Source: an optimization exercise on an open RTL-to-GDS flow (aim: small area). Production flows keep margins and buffers that such runs may drop.
For this run, only the layout was checked, not whether the RTL still works.
Power figures rest on the tool's default switching activity, not on a simulated workload.

`flow/flow/run.sh`:
```
#!/bin/bash
set -e
ARGS=(BUFFER_PORTS_ARGS="-buffer_cell sky130_fd_sc_hd__buf_1" RECOVER_POWER=100
      REMOVE_ABC_BUFFERS=1 SKIP_REPAIR_TIE_FANOUT=1
      CTS_ARGS="-sink_clustering_enable -repair_clock_nets -dont_use_dummy_load -buf_list {sky130_fd_sc_hd__clkbuf_2 sky130_fd_sc_hd__clkbuf_4}")
bash standard.sh synth > standard_synth.log 2>&1
DOWNSIZE_MAX_FANOUT=4 DOWNSIZE_ODB=orfs/results/sky130hd/PWM_Generator/base/1_synth.odb \
  openroad -no_init -exit flow/downsize.tcl > downsize.log 2>&1
bash standard.sh "${ARGS[@]}" finish > standard.log 2>&1
```
`flow/flow/downsize.tcl`:
```
# Resize every combinational cell with at most DOWNSIZE_MAX_FANOUT loads of the synthesized netlist to the smallest drive strength
# of its own cell family (same function and pins). Flip-flops keep their cell type. The
# later repair steps of the standard flow size up again whatever timing needs.
set odb $::env(DOWNSIZE_ODB)
read_db $odb
set db [ord::get_db]
set block [[$db getChip] getBlock]
set n 0
foreach inst [$block getInsts] {
  set m [$inst getMaster]
  set name [$m getName]
  if {![regexp {^(sky130_fd_sc_hd__)([a-z0-9]+)_([0-9]+)$} $name -> pre fam drive]} { continue }
  if {[string match "df*" $fam] || [string match "*buf*" $fam] || $fam eq "conb"} { continue }
  # keep the synthesized size of cells driving many loads
  set fanout 0
  foreach it [$inst getITerms] {
    if {[$it isOutputSignal]} {
      set net [$it getNet]
      if {$net ne "NULL"} { set fanout [expr {$fanout + [llength [$net getITerms]] - 1}] }
    }
  }
  if {$fanout > $::env(DOWNSIZE_MAX_FANOUT)} { continue }
  set best ""
  set best_area 1e9
  foreach d {0 1 2 4} {
    set cand [$db findMaster "${pre}${fam}_$d"]
    if {$cand eq "NULL"} { continue }
    set a [expr {[$cand getWidth] * [$cand getHeight]}]
    if {$a < $best_area} { set best $cand; set best_area $a }
  }
  if {$best ne "" && [$best getName] ne $name} {
    set cur_area [expr {[$m getWidth] * [$m getHeight]}]
    if {$best_area < $cur_area} {
      $inst swapMaster $best
      incr n
    }
  }
}
puts "downsized $n instances"
write_db $odb
```
`flow/standard.sh`:
```
#!/bin/bash
# synth_recipe.tcl (not shown) runs the flow's synth.tcl, then flattens the netlist and writes it again
# the make line also repeats each setting of config.mk as NAME=value (left out here)
make -C /OpenROAD-flow-scripts/flow DESIGN_CONFIG=/design/flow/config.mk WORK_HOME=/design/flow/orfs CLKGATE_MAP_FILE= SYNTH_SCRIPT=/design/flow/synth_recipe.tcl "${@:-finish}"
```
`flow/config.mk`:
```
export PLATFORM = sky130hd
export DESIGN_NAME = PWM_Generator
export DESIGN_NICKNAME = PWM_Generator
export VERILOG_FILES = /design/flow/design.v
export SDC_FILE = /design/flow/constraint.sdc
export NUM_CORES = 4
export LEC_CHECK = 0
export CAP_MARGIN = 50
export CORE_MARGIN = 2
export CORE_UTILIZATION = 40
export GPL_TIMING_DRIVEN = 0
export SLEW_MARGIN = 50
export SYNTH_HIERARCHICAL = 1
export SYNTH_MINIMUM_KEEP_SIZE = 0
```
`flow/constraint.sdc`:
```
create_clock -name core_clock -period 7.0 [get_ports {clk}]
set_input_delay 1.4000 -clock core_clock [delete_from_list [all_inputs] [get_ports {clk}]]
set_output_delay 1.4000 -clock core_clock [all_outputs]
set_load 0.01 [all_outputs]
```
`flow/design.v`:
```
module PWM_Generator (
	input clk,
	input rst,
	input [7:0] DUTY_CYCLE,
	input [15:0] ADC,
	input [9:0] PWM_PERIOD, DEAD_TIME,
	output reg PWM_UP, PWM_DOWN, Complete, ADC_Test
);
	reg [9:0] counter;
	reg [9:0] up_time_n;
	reg up_cin_n;
	reg lt;
	reg uz;           
	reg adc_gt;
	reg Fault;
	reg next_UP, next_DOWN;
	wire pp1 = ~(PWM_PERIOD[0] & DUTY_CYCLE[0]);
	wire pp2 = ~(PWM_PERIOD[0] & DUTY_CYCLE[1]);
	wire pp3 = ~(PWM_PERIOD[0] & DUTY_CYCLE[2]);
	wire pp4 = ~(PWM_PERIOD[0] & DUTY_CYCLE[3]);
	wire pp5 = ~(PWM_PERIOD[0] & DUTY_CYCLE[4]);
	wire pp6 = ~(PWM_PERIOD[0] & DUTY_CYCLE[5]);
	wire pp7 = ~(PWM_PERIOD[0] & DUTY_CYCLE[6]);
	wire pp8 = ~(PWM_PERIOD[0] & DUTY_CYCLE[7]);
	wire pp9 = ~(PWM_PERIOD[1] & DUTY_CYCLE[0]);
	wire pp10 = ~(PWM_PERIOD[1] & DUTY_CYCLE[1]);
	wire pp11 = ~(PWM_PERIOD[1] & DUTY_CYCLE[2]);
	wire pp12 = ~(PWM_PERIOD[1] & DUTY_CYCLE[3]);
	wire pp13 = ~(PWM_PERIOD[1] & DUTY_CYCLE[4]);
	wire pp14 = ~(PWM_PERIOD[1] & DUTY_CYCLE[5]);
	wire pp15 = ~(PWM_PERIOD[1] & DUTY_CYCLE[6]);
	wire pp16 = ~(PWM_PERIOD[1] & DUTY_CYCLE[7]);
	wire pp17 = ~(PWM_PERIOD[2] & DUTY_CYCLE[0]);
	wire pp18 = ~(PWM_PERIOD[2] & DUTY_CYCLE[1]);
	wire pp19 = ~(PWM_PERIOD[2] & DUTY_CYCLE[2]);
	wire pp20 = ~(PWM_PERIOD[2] & DUTY_CYCLE[3]);
	wire pp21 = ~(PWM_PERIOD[2] & DUTY_CYCLE[4]);
	wire pp22 = ~(PWM_PERIOD[2] & DUTY_CYCLE[5]);
	wire pp23 = ~(PWM_PERIOD[2] & DUTY_CYCLE[6]);
	wire pp24 = ~(PWM_PERIOD[2] & DUTY_CYCLE[7]);
	wire pp25 = ~(PWM_PERIOD[3] & DUTY_CYCLE[0]);
	wire pp26 = ~(PWM_PERIOD[3] & DUTY_CYCLE[1]);
	wire pp27 = ~(PWM_PERIOD[3] & DUTY_CYCLE[2]);
	wire pp28 = ~(PWM_PERIOD[3] & DUTY_CYCLE[3]);
	wire pp29 = ~(PWM_PERIOD[3] & DUTY_CYCLE[4]);
	wire pp30 = ~(PWM_PERIOD[3] & DUTY_CYCLE[5]);
	wire pp31 = ~(PWM_PERIOD[3] & DUTY_CYCLE[6]);
	wire pp32 = ~(PWM_PERIOD[3] & DUTY_CYCLE[7]);
	wire pp33 = ~(PWM_PERIOD[4] & DUTY_CYCLE[0]);
	wire pp34 = ~(PWM_PERIOD[4] & DUTY_CYCLE[1]);
	wire pp35 = ~(PWM_PERIOD[4] & DUTY_CYCLE[2]);
	wire pp36 = ~(PWM_PERIOD[4] & DUTY_CYCLE[3]);
	wire pp37 = ~(PWM_PERIOD[4] & DUTY_CYCLE[4]);
	wire pp38 = ~(PWM_PERIOD[4] & DUTY_CYCLE[5]);
	wire pp39 = ~(PWM_PERIOD[4] & DUTY_CYCLE[6]);
	wire pp40 = ~(PWM_PERIOD[4] & DUTY_CYCLE[7]);
	wire pp41 = ~(PWM_PERIOD[5] & DUTY_CYCLE[0]);
	wire pp42 = ~(PWM_PERIOD[5] & DUTY_CYCLE[1]);
	wire pp43 = ~(PWM_PERIOD[5] & DUTY_CYCLE[2]);
	wire pp44 = ~(PWM_PERIOD[5] & DUTY_CYCLE[3]);
	wire pp45 = ~(PWM_PERIOD[5] & DUTY_CYCLE[4]);
	wire pp46 = ~(PWM_PERIOD[5] & DUTY_CYCLE[5]);
	wire pp47 = ~(PWM_PERIOD[5] & DUTY_CYCLE[6]);
	wire pp48 = ~(PWM_PERIOD[5] & DUTY_CYCLE[7]);
	wire pp49 = ~(PWM_PERIOD[6] & DUTY_CYCLE[0]);
	wire pp50 = ~(PWM_PERIOD[6] & DUTY_CYCLE[1]);
	wire pp51 = ~(PWM_PERIOD[6] & DUTY_CYCLE[2]);
	wire pp52 = ~(PWM_PERIOD[6] & DUTY_CYCLE[3]);
	wire pp53 = ~(PWM_PERIOD[6] & DUTY_CYCLE[4]);
	wire pp54 = ~(PWM_PERIOD[6] & DUTY_CYCLE[5]);
	wire pp55 = ~(PWM_PERIOD[6] & DUTY_CYCLE[6]);
	wire pp56 = ~(PWM_PERIOD[6] & DUTY_CYCLE[7]);
	wire pp57 = ~(PWM_PERIOD[7] & DUTY_CYCLE[0]);
	wire pp58 = ~(PWM_PERIOD[7] & DUTY_CYCLE[1]);
	wire pp59 = ~(PWM_PERIOD[7] & DUTY_CYCLE[2]);
	wire pp60 = ~(PWM_PERIOD[7] & DUTY_CYCLE[3]);
	wire pp61 = ~(PWM_PERIOD[7] & DUTY_CYCLE[4]);
	wire pp62 = ~(PWM_PERIOD[7] & DUTY_CYCLE[5]);
	wire pp63 = ~(PWM_PERIOD[7] & DUTY_CYCLE[6]);
	wire pp64 = ~(PWM_PERIOD[7] & DUTY_CYCLE[7]);
	wire pp65 = ~(PWM_PERIOD[8] & DUTY_CYCLE[0]);
	wire pp66 = ~(PWM_PERIOD[8] & DUTY_CYCLE[1]);
	wire pp67 = ~(PWM_PERIOD[8] & DUTY_CYCLE[2]);
	wire pp68 = ~(PWM_PERIOD[8] & DUTY_CYCLE[3]);
	wire pp69 = ~(PWM_PERIOD[8] & DUTY_CYCLE[4]);
	wire pp70 = ~(PWM_PERIOD[8] & DUTY_CYCLE[5]);
	wire pp71 = ~(PWM_PERIOD[8] & DUTY_CYCLE[6]);
	wire pp72 = ~(PWM_PERIOD[8] & DUTY_CYCLE[7]);
	wire pp73 = ~(PWM_PERIOD[9] & DUTY_CYCLE[0]);
	wire pp74 = ~(PWM_PERIOD[9] & DUTY_CYCLE[1]);
	wire pp75 = ~(PWM_PERIOD[9] & DUTY_CYCLE[2]);
	wire pp76 = ~(PWM_PERIOD[9] & DUTY_CYCLE[3]);
	wire pp77 = ~(PWM_PERIOD[9] & DUTY_CYCLE[4]);
	wire pp78 = ~(PWM_PERIOD[9] & DUTY_CYCLE[5]);
	wire pp79 = ~(PWM_PERIOD[9] & DUTY_CYCLE[6]);
	wire pp80 = ~(PWM_PERIOD[9] & DUTY_CYCLE[7]);
	wire s81, c82;
	pwm_fa u_s81(.a(pp7), .b(pp14), .c(1'b1), .s(s81), .co(c82));
	wire s83, c84;
	pwm_fa u_s83(.a(pp8), .b(pp15), .c(pp22), .s(s83), .co(c84));
	wire s85, c86;
	pwm_fa u_s85(.a(pp29), .b(pp36), .c(1'b1), .s(s85), .co(c86));
	wire s87, c88;
	pwm_fa u_s87(.a(pp16), .b(pp23), .c(pp30), .s(s87), .co(c88));
	wire s89, c90;
	pwm_fa u_s89(.a(pp37), .b(pp44), .c(pp51), .s(s89), .co(c90));
	wire s91, c92;
	pwm_fa u_s91(.a(pp24), .b(pp31), .c(pp38), .s(s91), .co(c92));
	wire s93, c94;
	pwm_fa u_s93(.a(pp45), .b(pp52), .c(pp59), .s(s93), .co(c94));
	wire s95, c96;
	pwm_fa u_s95(.a(pp32), .b(pp39), .c(pp46), .s(s95), .co(c96));
	wire s97, c98;
	pwm_fa u_s97(.a(pp53), .b(pp60), .c(1'b1), .s(s97), .co(c98));
	wire s99, c100;
	pwm_fa u_s99(.a(pp40), .b(pp47), .c(pp54), .s(s99), .co(c100));
	wire s101, c102;
	pwm_fa u_s101(.a(pp5), .b(pp12), .c(1'b1), .s(s101), .co(c102));
	wire s103, c104;
	pwm_fa u_s103(.a(pp6), .b(pp13), .c(pp20), .s(s103), .co(c104));
	wire s105, c106;
	pwm_fa u_s105(.a(pp27), .b(pp34), .c(1'b1), .s(s105), .co(c106));
	wire s107, c108;
	pwm_fa u_s107(.a(pp21), .b(pp28), .c(pp35), .s(s107), .co(c108));
	wire s109, c110;
	pwm_fa u_s109(.a(pp42), .b(pp49), .c(s81), .s(s109), .co(c110));
	wire s111, c112;
	pwm_fa u_s111(.a(pp43), .b(pp50), .c(pp57), .s(s111), .co(c112));
	wire s113, c114;
	pwm_fa u_s113(.a(c82), .b(s83), .c(s85), .s(s113), .co(c114));
	wire s115, c116;
	pwm_fa u_s115(.a(pp58), .b(pp65), .c(c84), .s(s115), .co(c116));
	wire s117, c118;
	pwm_fa u_s117(.a(c86), .b(s87), .c(s89), .s(s117), .co(c118));
	wire s119, c120;
	pwm_fa u_s119(.a(pp66), .b(pp73), .c(c88), .s(s119), .co(c120));
	wire s121, c122;
	pwm_fa u_s121(.a(c90), .b(s91), .c(s93), .s(s121), .co(c122));
	wire s123, c124;
	pwm_fa u_s123(.a(pp67), .b(pp74), .c(c92), .s(s123), .co(c124));
	wire s125, c126;
	pwm_fa u_s125(.a(c94), .b(s95), .c(s97), .s(s125), .co(c126));
	wire s127, c128;
	pwm_fa u_s127(.a(pp61), .b(pp68), .c(pp75), .s(s127), .co(c128));
	wire s129, c130;
	pwm_fa u_s129(.a(c96), .b(c98), .c(s99), .s(s129), .co(c130));
	wire s131, c132;
	pwm_fa u_s131(.a(pp48), .b(pp55), .c(pp62), .s(s131), .co(c132));
	wire s133, c134;
	pwm_fa u_s133(.a(pp69), .b(pp76), .c(c100), .s(s133), .co(c134));
	wire s135, c136;
	pwm_fa u_s135(.a(pp56), .b(pp63), .c(pp70), .s(s135), .co(c136));
	wire s137, c138;
	pwm_fa u_s137(.a(pp4), .b(pp11), .c(1'b1), .s(s137), .co(c138));
	wire s139, c140;
	pwm_fa u_s139(.a(pp19), .b(pp26), .c(pp33), .s(s139), .co(c140));
	wire s141, c142;
	pwm_fa u_s141(.a(pp41), .b(c102), .c(s103), .s(s141), .co(c142));
	wire s143, c144;
	pwm_fa u_s143(.a(c104), .b(c106), .c(s107), .s(s143), .co(c144));
	wire s145, c146;
	pwm_fa u_s145(.a(c108), .b(s111), .c(c110), .s(s145), .co(c146));
	wire s147, c148;
	pwm_fa u_s147(.a(c112), .b(s115), .c(c114), .s(s147), .co(c148));
	wire s149, c150;
	pwm_fa u_s149(.a(c116), .b(s119), .c(c118), .s(s149), .co(c150));
	wire s151, c152;
	pwm_fa u_s151(.a(c120), .b(s123), .c(c122), .s(s151), .co(c152));
	wire s153, c154;
	pwm_fa u_s153(.a(s127), .b(c124), .c(c126), .s(s153), .co(c154));
	wire s155, c156;
	pwm_fa u_s155(.a(c128), .b(s131), .c(s133), .s(s155), .co(c156));
	wire s157, c158;
	pwm_fa u_s157(.a(pp77), .b(c132), .c(s135), .s(s157), .co(c158));
	wire s159, c160;
	pwm_fa u_s159(.a(pp64), .b(pp71), .c(pp78), .s(s159), .co(c160));
	wire s161, c162;
	pwm_fa u_s161(.a(pp3), .b(pp10), .c(1'b1), .s(s161), .co(c162));
	wire s163, c164;
	pwm_fa u_s163(.a(pp18), .b(pp25), .c(s137), .s(s163), .co(c164));
	wire s165, c166;
	pwm_fa u_s165(.a(c138), .b(s139), .c(s101), .s(s165), .co(c166));
	wire s167, c168;
	pwm_fa u_s167(.a(c140), .b(s105), .c(s141), .s(s167), .co(c168));
	wire s169, c170;
	pwm_fa u_s169(.a(c142), .b(s143), .c(s109), .s(s169), .co(c170));
	wire s171, c172;
	pwm_fa u_s171(.a(c144), .b(s113), .c(s145), .s(s171), .co(c172));
	wire s173, c174;
	pwm_fa u_s173(.a(s117), .b(c146), .c(s147), .s(s173), .co(c174));
	wire s175, c176;
	pwm_fa u_s175(.a(s121), .b(c148), .c(s149), .s(s175), .co(c176));
	wire s177, c178;
	pwm_fa u_s177(.a(s125), .b(c150), .c(s151), .s(s177), .co(c178));
	wire s179, c180;
	pwm_fa u_s179(.a(s129), .b(c152), .c(s153), .s(s179), .co(c180));
	wire s181, c182;
	pwm_fa u_s181(.a(c130), .b(s155), .c(c154), .s(s181), .co(c182));
	wire s183, c184;
	pwm_fa u_s183(.a(c134), .b(s157), .c(c156), .s(s183), .co(c184));
	wire s185, c186;
	pwm_fa u_s185(.a(c136), .b(s159), .c(c158), .s(s185), .co(c186));
	wire s187, c188;
	pwm_fa u_s187(.a(pp72), .b(pp79), .c(c160), .s(s187), .co(c188));
	wire g189 = ~pp2 & ~pp9;
	wire m190;
	pwm_maj u_m190(.a(pp17), .b(~g189), .c(s161), .y(m190));
	wire m191;
	pwm_maj u_m191(.a(c162), .b(m190), .c(s163), .y(m191));
	wire m192;
	pwm_maj u_m192(.a(c164), .b(s165), .c(m191), .y(m192));
	wire m193;
	pwm_maj u_m193(.a(c166), .b(s167), .c(m192), .y(m193));
	wire m194;
	pwm_maj u_m194(.a(c168), .b(s169), .c(m193), .y(m194));
	wire m195;
	pwm_maj u_m195(.a(c170), .b(s171), .c(m194), .y(m195));
	wire s196, c197;
	pwm_fa u_s196(.a(c172), .b(s173), .c(1'b1), .s(s196), .co(c197));
	wire s198, c199;
	pwm_fa u_s198(.a(c174), .b(s175), .c(c197), .s(s198), .co(c199));
	wire s200, c201;
	pwm_fa u_s200(.a(c176), .b(s177), .c(c199), .s(s200), .co(c201));
	wire s202, c203;
	pwm_fa u_s202(.a(c178), .b(s179), .c(c201), .s(s202), .co(c203));
	wire s204, c205;
	pwm_fa u_s204(.a(c180), .b(s181), .c(c203), .s(s204), .co(c205));
	wire s206, c207;
	pwm_fa u_s206(.a(s183), .b(c182), .c(c205), .s(s206), .co(c207));
	wire s208, c209;
	pwm_fa u_s208(.a(c184), .b(s185), .c(1'b1), .s(s208), .co(c209));
	wire s210, c211;
	pwm_fa u_s210(.a(s187), .b(c186), .c(c209), .s(s210), .co(c211));
	wire s212, c213;
	pwm_fa u_s212(.a(pp80), .b(c188), .c(c211), .s(s212), .co(c213));
	wire hs214 = c184 ^ s185;
	wire hc215 = c184 & s185;
	wire s216, c217;
	pwm_fa u_s216(.a(s187), .b(c186), .c(hc215), .s(s216), .co(c217));
	wire s218, c219;
	pwm_fa u_s218(.a(pp80), .b(c188), .c(c217), .s(s218), .co(c219));
	wire g220 = ~c207 ? hs214 : s208;
	wire g221 = ~c207 ? s216 : s210;
	wire g222 = ~c207 ? s218 : s212;
	wire g223 = ~c207 ? c219 : c213;
	wire hs224 = counter[1] ^ counter[0];
	wire hc225 = counter[1] & counter[0];
	wire hs226 = counter[2] ^ hc225;
	wire hc227 = counter[2] & hc225;
	wire hs228 = counter[3] ^ hc227;
	wire hc229 = counter[3] & hc227;
	wire hs230 = counter[4] ^ hc229;
	wire hc231 = counter[4] & hc229;
	wire hs232 = counter[5] ^ hc231;
	wire hc233 = counter[5] & hc231;
	wire hs234 = counter[6] ^ hc233;
	wire hc235 = counter[6] & hc233;
	wire hs236 = counter[7] ^ hc235;
	wire hc237 = counter[7] & hc235;
	wire hs238 = counter[8] ^ hc237;
	wire hc239 = counter[8] & hc237;
	wire hs240 = counter[9] ^ hc239;
	wire hc241 = counter[9] & hc239;
	wire g242 = ~counter[0] | ~PWM_PERIOD[0];
	wire m243;
	pwm_maj u_m243(.a(~PWM_PERIOD[1]), .b(g242), .c(hs224), .y(m243));
	wire m244;
	pwm_maj u_m244(.a(~PWM_PERIOD[2]), .b(hs226), .c(m243), .y(m244));
	wire m245;
	pwm_maj u_m245(.a(~PWM_PERIOD[3]), .b(hs228), .c(m244), .y(m245));
	wire m246;
	pwm_maj u_m246(.a(~PWM_PERIOD[4]), .b(hs230), .c(m245), .y(m246));
	wire m247;
	pwm_maj u_m247(.a(~PWM_PERIOD[5]), .b(hs232), .c(m246), .y(m247));
	wire m248;
	pwm_maj u_m248(.a(~PWM_PERIOD[6]), .b(hs234), .c(m247), .y(m248));
	wire m249;
	pwm_maj u_m249(.a(~PWM_PERIOD[7]), .b(hs236), .c(m248), .y(m249));
	wire m250;
	pwm_maj u_m250(.a(~PWM_PERIOD[8]), .b(hs238), .c(m249), .y(m250));
	wire m251;
	pwm_maj u_m251(.a(~PWM_PERIOD[9]), .b(hs240), .c(m250), .y(m251));
	wire g252 = hc241 | m251;
	wire hs253 = ~counter[0] ^ DEAD_TIME[1];
	wire hc254 = ~counter[0] & DEAD_TIME[1];
	wire s255, c256;
	pwm_fa u_s255(.a(DEAD_TIME[2]), .b(hc254), .c(hs224), .s(s255), .co(c256));
	wire s257, c258;
	pwm_fa u_s257(.a(DEAD_TIME[3]), .b(hs226), .c(c256), .s(s257), .co(c258));
	wire s259, c260;
	pwm_fa u_s259(.a(DEAD_TIME[4]), .b(hs228), .c(c258), .s(s259), .co(c260));
	wire s261, c262;
	pwm_fa u_s261(.a(DEAD_TIME[5]), .b(hs230), .c(c260), .s(s261), .co(c262));
	wire s263, c264;
	pwm_fa u_s263(.a(DEAD_TIME[6]), .b(hs232), .c(c262), .s(s263), .co(c264));
	wire s265, c266;
	pwm_fa u_s265(.a(DEAD_TIME[7]), .b(hs234), .c(c264), .s(s265), .co(c266));
	wire s267, c268;
	pwm_fa u_s267(.a(DEAD_TIME[8]), .b(hs236), .c(c266), .s(s267), .co(c268));
	wire s269, c270;
	pwm_fa u_s269(.a(DEAD_TIME[9]), .b(hs238), .c(c268), .s(s269), .co(c270));
	wire hs271 = hs240 ^ c270;
	wire hc272 = hs240 & c270;
	wire hs273 = hc241 ^ hc272;
	wire hc274 = hc241 & hc272;
	wire m275;
	pwm_maj u_m275(.a(up_time_n[0]), .b(up_cin_n), .c(hs253), .y(m275));
	wire m276;
	pwm_maj u_m276(.a(up_time_n[1]), .b(m275), .c(s255), .y(m276));
	wire m277;
	pwm_maj u_m277(.a(up_time_n[2]), .b(s257), .c(m276), .y(m277));
	wire m278;
	pwm_maj u_m278(.a(up_time_n[3]), .b(m277), .c(s259), .y(m278));
	wire m279;
	pwm_maj u_m279(.a(up_time_n[4]), .b(m278), .c(s261), .y(m279));
	wire m280;
	pwm_maj u_m280(.a(up_time_n[5]), .b(m279), .c(s263), .y(m280));
	wire m281;
	pwm_maj u_m281(.a(up_time_n[6]), .b(m280), .c(s265), .y(m281));
	wire m282;
	pwm_maj u_m282(.a(up_time_n[7]), .b(m281), .c(s267), .y(m282));
	wire m283;
	pwm_maj u_m283(.a(up_time_n[8]), .b(m282), .c(s269), .y(m283));
	wire m284;
	pwm_maj u_m284(.a(up_time_n[9]), .b(hs271), .c(m283), .y(m284));
	wire g285 = hs273 | m284;
	wire g286 = hc274 | g285;
	wire m287;
	pwm_maj u_m287(.a(DEAD_TIME[1]), .b(up_time_n[0]), .c(up_cin_n), .y(m287));
	wire m288;
	pwm_maj u_m288(.a(DEAD_TIME[2]), .b(up_time_n[1]), .c(m287), .y(m288));
	wire m289;
	pwm_maj u_m289(.a(DEAD_TIME[3]), .b(up_time_n[2]), .c(m288), .y(m289));
	wire m290;
	pwm_maj u_m290(.a(DEAD_TIME[4]), .b(up_time_n[3]), .c(m289), .y(m290));
	wire m291;
	pwm_maj u_m291(.a(DEAD_TIME[5]), .b(up_time_n[4]), .c(m290), .y(m291));
	wire m292;
	pwm_maj u_m292(.a(DEAD_TIME[6]), .b(up_time_n[5]), .c(m291), .y(m292));
	wire m293;
	pwm_maj u_m293(.a(DEAD_TIME[7]), .b(up_time_n[6]), .c(m292), .y(m293));
	wire m294;
	pwm_maj u_m294(.a(DEAD_TIME[8]), .b(up_time_n[7]), .c(m293), .y(m294));
	wire m295;
	pwm_maj u_m295(.a(DEAD_TIME[9]), .b(up_time_n[8]), .c(m294), .y(m295));
	wire g296 = up_time_n[9] & m295;
	wire s297, c298;
	pwm_fa u_s297(.a(counter[0]), .b(~DEAD_TIME[1]), .c(1'b1), .s(s297), .co(c298));
	wire s299, c300;
	pwm_fa u_s299(.a(counter[1]), .b(~DEAD_TIME[2]), .c(c298), .s(s299), .co(c300));
	wire s301, c302;
	pwm_fa u_s301(.a(counter[2]), .b(~DEAD_TIME[3]), .c(c300), .s(s301), .co(c302));
	wire s303, c304;
	pwm_fa u_s303(.a(counter[3]), .b(~DEAD_TIME[4]), .c(c302), .s(s303), .co(c304));
	wire s305, c306;
	pwm_fa u_s305(.a(counter[4]), .b(~DEAD_TIME[5]), .c(c304), .s(s305), .co(c306));
	wire s307, c308;
	pwm_fa u_s307(.a(counter[5]), .b(~DEAD_TIME[6]), .c(c306), .s(s307), .co(c308));
	wire s309, c310;
	pwm_fa u_s309(.a(counter[6]), .b(~DEAD_TIME[7]), .c(c308), .s(s309), .co(c310));
	wire s311, c312;
	pwm_fa u_s311(.a(counter[7]), .b(~DEAD_TIME[8]), .c(c310), .s(s311), .co(c312));
	wire s313, c314;
	pwm_fa u_s313(.a(counter[8]), .b(~DEAD_TIME[9]), .c(c312), .s(s313), .co(c314));
	wire s315, c316;
	pwm_fa u_s315(.a(counter[9]), .b(c314), .c(1'b1), .s(s315), .co(c316));
	wire m317;
	pwm_maj u_m317(.a(up_time_n[0]), .b(up_cin_n), .c(s297), .y(m317));
	wire m318;
	pwm_maj u_m318(.a(up_time_n[1]), .b(s299), .c(m317), .y(m318));
	wire m319;
	pwm_maj u_m319(.a(up_time_n[2]), .b(m318), .c(s301), .y(m319));
	wire m320;
	pwm_maj u_m320(.a(up_time_n[3]), .b(m319), .c(s303), .y(m320));
	wire m321;
	pwm_maj u_m321(.a(up_time_n[4]), .b(m320), .c(s305), .y(m321));
	wire m322;
	pwm_maj u_m322(.a(up_time_n[5]), .b(m321), .c(s307), .y(m322));
	wire m323;
	pwm_maj u_m323(.a(up_time_n[6]), .b(m322), .c(s309), .y(m323));
	wire m324;
	pwm_maj u_m324(.a(up_time_n[7]), .b(m323), .c(s311), .y(m324));
	wire m325;
	pwm_maj u_m325(.a(up_time_n[8]), .b(m324), .c(s313), .y(m325));
	wire m326;
	pwm_maj u_m326(.a(up_time_n[9]), .b(m325), .c(s315), .y(m326));
	wire g327 = PWM_PERIOD[0] | ~hs253;
	wire m328;
	pwm_maj u_m328(.a(~PWM_PERIOD[1]), .b(~g327), .c(s255), .y(m328));
	wire m329;
	pwm_maj u_m329(.a(~PWM_PERIOD[2]), .b(s257), .c(m328), .y(m329));
	wire m330;
	pwm_maj u_m330(.a(~PWM_PERIOD[3]), .b(m329), .c(s259), .y(m330));
	wire m331;
	pwm_maj u_m331(.a(~PWM_PERIOD[4]), .b(m330), .c(s261), .y(m331));
	wire m332;
	pwm_maj u_m332(.a(~PWM_PERIOD[5]), .b(m331), .c(s263), .y(m332));
	wire m333;
	pwm_maj u_m333(.a(~PWM_PERIOD[6]), .b(m332), .c(s265), .y(m333));
	wire m334;
	pwm_maj u_m334(.a(~PWM_PERIOD[7]), .b(m333), .c(s267), .y(m334));
	wire m335;
	pwm_maj u_m335(.a(~PWM_PERIOD[8]), .b(m334), .c(s269), .y(m335));
	wire m336;
	pwm_maj u_m336(.a(~PWM_PERIOD[9]), .b(hs271), .c(m335), .y(m336));
	wire g337 = ~hs273 & ~m336;
	wire g338 = ~hc274 & g337;
	wire g339 = PWM_PERIOD[0] | ~DEAD_TIME[1];
	wire m340;
	pwm_maj u_m340(.a(PWM_PERIOD[1]), .b(~DEAD_TIME[2]), .c(g339), .y(m340));
	wire m341;
	pwm_maj u_m341(.a(PWM_PERIOD[2]), .b(~DEAD_TIME[3]), .c(m340), .y(m341));
	wire m342;
	pwm_maj u_m342(.a(PWM_PERIOD[3]), .b(~DEAD_TIME[4]), .c(m341), .y(m342));
	wire m343;
	pwm_maj u_m343(.a(PWM_PERIOD[4]), .b(~DEAD_TIME[5]), .c(m342), .y(m343));
	wire m344;
	pwm_maj u_m344(.a(PWM_PERIOD[5]), .b(~DEAD_TIME[6]), .c(m343), .y(m344));
	wire m345;
	pwm_maj u_m345(.a(PWM_PERIOD[6]), .b(~DEAD_TIME[7]), .c(m344), .y(m345));
	wire m346;
	pwm_maj u_m346(.a(PWM_PERIOD[7]), .b(~DEAD_TIME[8]), .c(m345), .y(m346));
	wire m347;
	pwm_maj u_m347(.a(PWM_PERIOD[8]), .b(~DEAD_TIME[9]), .c(m346), .y(m347));
	wire g348 = PWM_PERIOD[9] | m347;
	wire g349 = g338 | ~g348;
	wire [9:0] cinc = {hs240, hs238, hs236, hs234, hs232, hs230, hs228, hs226, hs224, ~counter[0]};
	wire [9:0] prod_n = {g223, g222, g221, g220, s206, s204, s202, s200, s198, s196};
	wire wrap = (|PWM_PERIOD) & ~(~g252);
	wire ge_h = c316;
	wire cinc_c = hc241;
	always @(posedge clk) begin
		if (rst) begin
			counter <= 10'd0;
			uz <= 1'b1;
			lt <= 1'b0;
			adc_gt <= 1'b0;
			Fault <= 1'b0;
			next_UP <= 1'b0;
			next_DOWN <= 1'b0;
			PWM_UP <= 1'b0;
			PWM_DOWN <= 1'b0;
			Complete <= 1'b0;
			ADC_Test <= 1'b0;
		end else begin
			counter <= wrap ? 10'd0 : cinc;
			if (wrap) begin
				uz <= 1'b0;
				adc_gt <= ADC > 16'd10;
			end
			lt <= ~uz & ((wrap | cinc_c) ? (~g296) : (~g286));
			next_UP <= lt & ge_h;
			next_DOWN <= ge_h & ~(~uz & (~m326)) & (g349);
			if (!Fault) begin
				Complete <= wrap;
				ADC_Test <= adc_gt;
			end
			PWM_UP <= next_UP & ~Fault;
			PWM_DOWN <= next_DOWN & ~Fault;
			Fault <= Fault | (next_UP & next_DOWN);
		end
	end
	always @(posedge clk)
		if (wrap) begin
			up_time_n <= prod_n;
			up_cin_n <= m195;
		end
endmodule
module pwm_fa(input a, input b, input c, output s, output co);
	assign s = a ^ b ^ c;
	assign co = (a & b) | (a & c) | (b & c);
endmodule
module pwm_maj(input a, input b, input c, output y);
	assign y = (a & b) | (a & c) | (b & c);
endmodule
```
==> impl_metrics.xml <==
<?xml version="1.0" encoding="UTF-8"?>
<metrics>
  <group name="clocking">
    <metric name="clock_tree.htree_level_count" unit="">2</metric>
    <metric name="cts_root_buf" unit="">sky130_fd_sc_hd__clkbuf_4</metric>
    <metric name="tritoncts_clock_tree" unit="">built</metric>
    <metric name="cts_buffers" unit="">5</metric>
    <metric name="hold_buffers" unit="">0</metric>
    <metric name="post_cts_resize_count" unit="">0</metric>
    <metric name="clock_sinks" unit="">31</metric>
    <metric name="clk_transition_reported_paths" unit="ps">110</metric>
    <metric name="cts-root-to-sink-buffers" unit="">2</metric>
    <metric name="clkLatencyLatePin" unit="ps">340</metric>
    <metric name="post_cts_setup_buffers" unit="">0</metric>
  </group>
  <group name="min_path">
    <metric name="hold_path.class" unit="">reg2reg</metric>
  </group>
  <group name="critical_path">
    <metric name="worstPathRequired" unit="ps">7070</metric>
    <metric name="critical_path.endpoint" unit="">up_time_n[8]</metric>
    <metric name="critical_path.n_buffers_inverters" unit="">1</metric>
    <metric name="critPathMostFrequentCell" unit="">sky130_fd_sc_hd__fa_1</metric>
    <metric name="setup.worst_path.class" unit="">in2reg</metric>
    <metric name="worstPathArrival" unit="ps">6660</metric>
    <metric name="cpMaxStageDelayCell" unit="">sky130_fd_sc_hd__clkbuf_1</metric>
    <metric name="timing.critical_path.from" unit="">PWM_PERIOD[4]</metric>
    <metric name="r2r_start" unit="">counter[0]</metric>
    <metric name="path_depth" unit="">13</metric>
    <metric name="cpLargestDelayFamily" unit="">adder cells</metric>
    <metric name="rrSetupSlack" unit="ps">1650</metric>
    <metric name="critical_path.max_fanout" unit="">11</metric>
    <metric name="r2r.worst_path.cells" unit="">13</metric>
    <metric name="worstPathCellList" unit="">clkbuf_1 -&gt; nand2_1 -&gt; fa_1 -&gt; fa_1 -&gt; fa_1 -&gt; fa_1 -&gt; fa_1 -&gt; fa_1 -&gt; fa_1 -&gt; fa_1 -&gt; fa_1 -&gt; fa_1 -&gt; mux2_2</metric>
    <metric name="worstSetupStartpointType" unit="">input port</metric>
    <metric name="timing.critical_path.to_type" unit="">flop</metric>
    <metric name="critical_path.reg2reg.endpoint" unit="">up_time_n[2]</metric>
    <metric name="max_stage_delay" unit="ps">520</metric>
  </group>
  <group name="synthesis">
    <metric name="syn-instance-count" unit="">366</metric>
    <metric name="syn_area" unit="um^2">4050</metric>
    <metric name="synth_warnings" unit="">7</metric>
    <metric name="syn_avg_cell_area" unit="um^2">11.1</metric>
  </group>
  <group name="timing">
    <metric name="maxSlewViolCount" unit="">0</metric>
    <metric name="max_clock_freq" unit="GHz">0.152</metric>
    <metric name="final.setup.tns" unit="ps">0</metric>
    <metric name="fin_hold_ws" unit="ps">466</metric>
    <metric name="maxSlewHeadroom" unit="%">14.7</metric>
    <metric name="timing.clock.skew" unit="ps">23.3</metric>
    <metric name="layout_min_cycle_time" unit="ps">6580</metric>
    <metric name="number_of_setup_violations_in_the_final_report" unit="">0</metric>
    <metric name="post-route-period-util" unit="%">94.0</metric>
    <metric name="worst_slew_pin_slew" unit="ps">1270</metric>
    <metric name="rsz0062_at_grt" unit="">no</metric>
    <metric name="finalHoldViolations" unit="">0</metric>
  </group>
  <group name="detailed_routing">
    <metric name="drt_iter0_drc" unit="">73</metric>
    <metric name="detail_route.first_pass.iterations" unit="">4</metric>
    <metric name="post_drt_wl_per_cell" unit="um">15.8</metric>
    <metric name="detail_route.vias_per_cell" unit="">5.06</metric>
    <metric name="drt-total-wl" unit="um">8390</metric>
    <metric name="route.detailed.drc" unit="">0</metric>
    <metric name="final_antenna_net_count" unit="">0</metric>
    <metric name="routed-via-count" unit="">2694</metric>
  </group>
  <group name="place">
    <metric name="post_detail_place_hpwl" unit="um">6920</metric>
    <metric name="place.port_buffers" unit="">48</metric>
    <metric name="gpl.final_weighted_congestion" unit="">0.783</metric>
    <metric name="placedInstanceArea" unit="um^2">4330</metric>
  </group>
  <group name="finish">
    <metric name="area_growth_syn_to_layout" unit="%">7.57</metric>
    <metric name="utilization" unit="%">44.3</metric>
    <metric name="final_net_count" unit="">544</metric>
    <metric name="drive_above_1_share" unit="%">2.76</metric>
    <metric name="num_antenna_cells" unit="">0</metric>
    <metric name="final_cell_area" unit="um^2">4350</metric>
  </group>
  <group name="global_routing">
    <metric name="grt_use_met2" unit="%">28.6</metric>
    <metric name="grtUsageMet1" unit="%">21.9</metric>
    <metric name="grt_overflow" unit="">0</metric>
    <metric name="globalRoute.busiestLayer" unit="">met2</metric>
    <metric name="grt_max_degree" unit="">23</metric>
    <metric name="wire_length_of_the_first_global_routing_pass" unit="um">14400</metric>
    <metric name="use_met3" unit="%">2.56</metric>
    <metric name="grt_antenna_before_repair" unit="">0</metric>
    <metric name="gr-usage-all-layers" unit="%">16.4</metric>
    <metric name="grt_pass1_vias" unit="">2920</metric>
  </group>
  <group name="job">
    <metric name="cap_viol_max_count" unit="">0</metric>
  </group>
  <group name="power">
    <metric name="static-leakage-power" unit="uW">0.00155</metric>
    <metric name="max-vdd-ir-drop" unit="uV">76.2</metric>
    <metric name="power.density" unit="nW/um^2">162</metric>
  </group>
  <group name="die">
    <metric name="die-area" unit="um^2">10900</metric>
    <metric name="core-area" unit="um^2">9820</metric>
    <metric name="floorplan.initialDensity" unit="%">41.2</metric>
    <metric name="ioPinCount" unit="">50</metric>
    <metric name="dieWidth" unit="um">105</metric>
    <metric name="dieHeight" unit="um">105</metric>
    <metric name="placement_rows" unit="">36</metric>
  </group>
  <group name="run_status">
    <metric name="status" unit="">complete, no violations</metric>
  </group>
</metrics>
[metrics by stage]
step | cells | setup WS (ps) | power, uW
floorplan | 345 | 799 | 521
global placement | 526 | 128 | 613
detailed placement | 527 | 80.3 | 629
CTS | 532 | 422 | 723
global route | 532 | 259 | 793
finish | 532 | 418 | 706
[cells in the final DEF, fill, tap and decap left out, types with 4 or more instances in the layout]
master                     instances
sky130_fd_sc_hd__fa_1             84
sky130_fd_sc_hd__nand2_1          79
sky130_fd_sc_hd__maj3_1           61
sky130_fd_sc_hd__buf_1            43
sky130_fd_sc_hd__inv_1            26
sky130_fd_sc_hd__dfxtp_1          20
sky130_fd_sc_hd__ha_1             13
sky130_fd_sc_hd__edfxtp_1         11
sky130_fd_sc_hd__nor3b_1           9
sky130_fd_sc_hd__nor2_1            6
sky130_fd_sc_hd__clkbuf_1          6
sky130_fd_sc_hd__clkbuf_4          5
sky130_fd_sc_hd__mux2_2            4
sky130_fd_sc_hd__nor4_1            4
[area by class of cell]
cell class	count	area (um^2)
fill	994	5470
multi-input combinational	288	3140
sequential	31	731
timing repair buffer	49	184
tap	133	166
inverter	26	97.6
clock buffer	5	37.5
[sequential cells by signal, summed over array words and instances (netlist names)]
| name | cells |
|---|---|
| PWM_DOWN | 1 |
| counter | 10 |
| ADC_Test | 1 |
| adc_gt | 1 |
| PWM_UP | 1 |
| uz | 1 |
| next_DOWN | 1 |
| Fault | 1 |
| Complete | 1 |
| up_cin_n | 1 |
| next_UP | 1 |
| up_time_n | 10 |
| lt | 1 |
[worst register-to-register path: stages (launching register included)]
cell	delay, ps
sky130_fd_sc_hd__dfxtp_1	460
sky130_fd_sc_hd__ha_1	320
sky130_fd_sc_hd__maj3_1	390
sky130_fd_sc_hd__maj3_1	370
sky130_fd_sc_hd__maj3_1	370
sky130_fd_sc_hd__maj3_1	370
sky130_fd_sc_hd__maj3_1	360
sky130_fd_sc_hd__maj3_1	380
sky130_fd_sc_hd__maj3_1	370
sky130_fd_sc_hd__maj3_1	380
sky130_fd_sc_hd__maj3_1	390
sky130_fd_sc_hd__nor2_1	190
sky130_fd_sc_hd__a31oi_1	260
sky130_fd_sc_hd__clkbuf_1	430
[routing by layer]
layer  vias up  wire (um)
li1       1262          -
met5         -          0
met4         0         96
met2        75       4330
met3        13        317
met1      1344       3650
[report_power, final]
group          leakage [uW]  internal [uW]  total [uW]  switching (uW)
combinational       0.00127            193         395             202
clock             0.0000230           33.5        91.5            57.9
sequential         0.000261            218         220            2.18
total               0.00155            444         706             262
[how the worst min path moves through the flow]
stage	startpoint	end	slack (ps)	cells after the start
after detailed placement	next_UP	PWM_UP	450	1
after CTS	Complete	Complete	470	2
after global routing	lt	next_UP	500	1
after floorplan	next_DOWN	PWM_DOWN	430	1
final	Complete	Complete	470	2
after global placement	next_DOWN	PWM_DOWN	450	1

## afterwards: timing with drivers on the ports
In the flow no input, the clock included, has a driving cell. The finished layout below was timed again as built, in two steps.
Step 1 assumes that a clkbuf_16 drives the clock port and a buf_2 every other input.
Step 2 times the ports against the registers' clock, not the clock port: input delays grow and output delays shrink by t, the midpoint of the rising clock arrivals with the driver on.
Slacks: no drivers / after step 1 / after step 2; pairs: no drivers / after step 1.
t, ns: 0.350
setup WS [ns]: 0.418 / 0.418 / 0.068
hold slack, ns: 0.466 / 0.466 / 0.466
latest minus earliest clock arrival (ns): 0.024 / 0.024
After both steps this run still meets setup and hold. For this run, drivers alone change the setup slack by 0.000 ns; drivers and shift together by -0.350 ns.
